This is an optimization exercise on Yosys and OpenROAD, whose aim is small area, not a production implementation.
Only simulation tests tie the RTL to the original design; equivalence was not proved.

run 1:
Design STDPmodel, start of the top module:
module STDPmodel (reset, clk, T_pre, T_post, W_previous, W_new);
For scale: roughly 1,500 cells after synthesis, ~130 I/O pins, about 13,000 sq um of cells after synthesis.
==> flow/config.mk <==
export PLATFORM = sky130hd
export DESIGN_NAME = STDPmodel
export DESIGN_NICKNAME = STDPmodel
export VERILOG_FILES = /design/flow/design.v
export SDC_FILE = /design/flow/constraint.sdc
export NUM_CORES = 4
export LEC_CHECK = 0
export ABC_AREA = 1
export CAP_MARGIN = 20
export CORE_MARGIN = 2
export CORE_UTILIZATION = 40
export SLEW_MARGIN = 20
export SYNTH_HIERARCHICAL = 1
export SYNTH_MINIMUM_KEEP_SIZE = 0
==> flow/constraint.sdc <==
create_clock -name core_clock -period 25.0 [get_ports {clk}]
set_input_delay 5.0000 -clock core_clock [delete_from_list [all_inputs] [get_ports {clk}]]
set_output_delay 5.0000 -clock core_clock [all_outputs]
set_load 0.01 [all_outputs]
standard.sh (not shown) runs the stock make flow with config.mk's settings and CLKGATE_MAP_FILE= SYNTH_SCRIPT=/design/flow/synth_recipe.tcl, a recipe that flattens the netlist after the stock synthesis.
==> flow/flow/run.sh <==
#!/bin/bash
set -euo pipefail
export BUFFER_PORTS_ARGS="-buffer_cell sky130_fd_sc_hd__buf_1"
bash standard.sh finish > flow_make.log 2>&1 || { tail -50 flow_make.log; exit 1; }
tail -5 flow_make.log
Run 1: all stages complete, timing, DRC and antenna checks passed
What run 2 does differently from run 1 at the input level:
==> flow/run.sh (new file) <==
#!/bin/bash
# synth_recipe.tcl (not shown) runs the flow's synth.tcl, then flattens the netlist and writes it again
# the make line also repeats each setting of config.mk as NAME=value (left out here)
make -C /OpenROAD-flow-scripts/flow DESIGN_CONFIG=/design/flow/config.mk WORK_HOME=/design/flow/orfs CLKGATE_MAP_FILE= SYNTH_SCRIPT=/design/flow/synth_recipe.tcl finish
removed: flow/flow/run.sh
removed: flow/standard.sh
[summary]
- Looking at cell area reported after detailed placement, run 2 sits above run 1.
- Between run 1 and run 2, the flow reports count of vias placed by the detailed router increasing slightly.
- Taking run 2 as 1.0, run 1 lands at 1.2 on number of DRC markers after the initial detailed-route iteration.
- Delta (run 2 minus run 1): number of optimization iterations in the first detailed-route pass closely matched the old numbers.
- Run 2 ends up with a met2 wire length that is about 0.75% lower than in run 1.
- Final area came out higher on run 2 than on run 1.
- Between run 1 and run 2, the flow reports first-pass GRT wire length increasing by a few percent.
- Minimum clock period after layout for run 2 is higher than for run 1.
- Between run 1 and run 2, the met2 demand-to-capacity share in global routing is lower for run 2.
--- input diff run 2..run 3 ---
==> flow/flow/run.sh (new file) <==
#!/bin/bash
set -euo pipefail
export BUFFER_PORTS_ARGS="-buffer_cell sky130_fd_sc_hd__buf_1"
bash standard.sh finish > flow_make.log 2>&1 || { tail -50 flow_make.log; exit 1; }
tail -5 flow_make.log
==> flow/standard.sh (new file) <==
#!/bin/bash
# synth_recipe.tcl (not shown) runs the flow's synth.tcl, then flattens the netlist and writes it again
# the make line also repeats each setting of config.mk as NAME=value (left out here)
make -C /OpenROAD-flow-scripts/flow DESIGN_CONFIG=/design/flow/config.mk WORK_HOME=/design/flow/orfs CLKGATE_MAP_FILE= SYNTH_SCRIPT=/design/flow/synth_recipe.tcl "${@:-finish}"
--- a/flow/config.mk
+++ b/flow/config.mk
@@ -10,4 +10,5 @@
 export CORE_MARGIN = 2
 export CORE_UTILIZATION = 40
+export CTS_BUF_LIST = sky130_fd_sc_hd__clkbuf_8
 export SLEW_MARGIN = 20
 export SYNTH_HIERARCHICAL = 1
removed: flow/run.sh
Run 3 vs. run 2: routed wire length has decreased; count of placed standard cells in the final layout, fillers left out has remained practically unchanged; met2 routed wirelength has increased. Looking at clock transition at the register clock pins on the worst setup and hold paths after CTS across run 3 and run 2, the one that comes out lower is run 2. Endpoint of the most critical setup path = W_new[30]: run 2; endpoint of the most critical setup path = W_new[21]: run 3. Re global-route usage: run 2 was higher than run 3. Run 2 → run 3: wire length on met1 lost 3.4%; boundary pin count neither gained nor lost much.
For run 4, these inputs were changed with respect to run 3:
--- a/flow/config.mk
+++ b/flow/config.mk
@@ -7,9 +7,9 @@
 export LEC_CHECK = 0
 export ABC_AREA = 1
-export CAP_MARGIN = 20
+export CAP_MARGIN = 0
 export CORE_MARGIN = 2
 export CORE_UTILIZATION = 40
 export CTS_BUF_LIST = sky130_fd_sc_hd__clkbuf_8
-export SLEW_MARGIN = 20
+export SLEW_MARGIN = 0
 export SYNTH_HIERARCHICAL = 1
 export SYNTH_MINIMUM_KEEP_SIZE = 0
Run 4 finished every step from synthesis to the final layout, and the layout passed the timing, design-rule and antenna checks.
From run 3 to run 4, post-synthesis share of cell area spent on full adders, half adders and majority gates did not move at all.
Run 4 vs. run 3: data required time at the worst endpoint held; die area saw little to no change; core utilization did not really move.

port drivers added, routing unchanged:
The flow's constraints put no driver on any port. The routed layouts listed below were extracted and timed again, unchanged, in two steps. Step 1, drivers: a clkbuf_16 drives clk and a buf_2 each remaining input, both assumed. Step 2 adds t to the input delays and takes it off the output delays; t is the mean of the earliest and latest rising clock arrival at the registers after step 1. Input paths then give back, and output paths get back, about the clock's delay inside the block. Three values: ideal ports, drivers, drivers and shift; two values: the first two.
run | t (ns) | setup WS [ns] | worst hold slack (ns)
run 1 | 0.287 | 1.841 / 1.816 / 1.816 | 4.963 / 4.959 / 5.247
run 2 | 0.290 | 1.737 / 1.708 / 1.708 | 5.342 / 5.342 / 5.632
run 3 | 0.292 | 1.847 / 1.822 / 1.822 | 4.949 / 4.950 / 5.243
run 4 | 0.292 | 1.847 / 1.822 / 1.822 | 4.949 / 4.950 / 5.243
After both steps every run listed still meets setup and hold. The setup slack of run 2, which loses most, moves by -0.029 ns with the drivers and by -0.029 ns with both steps.
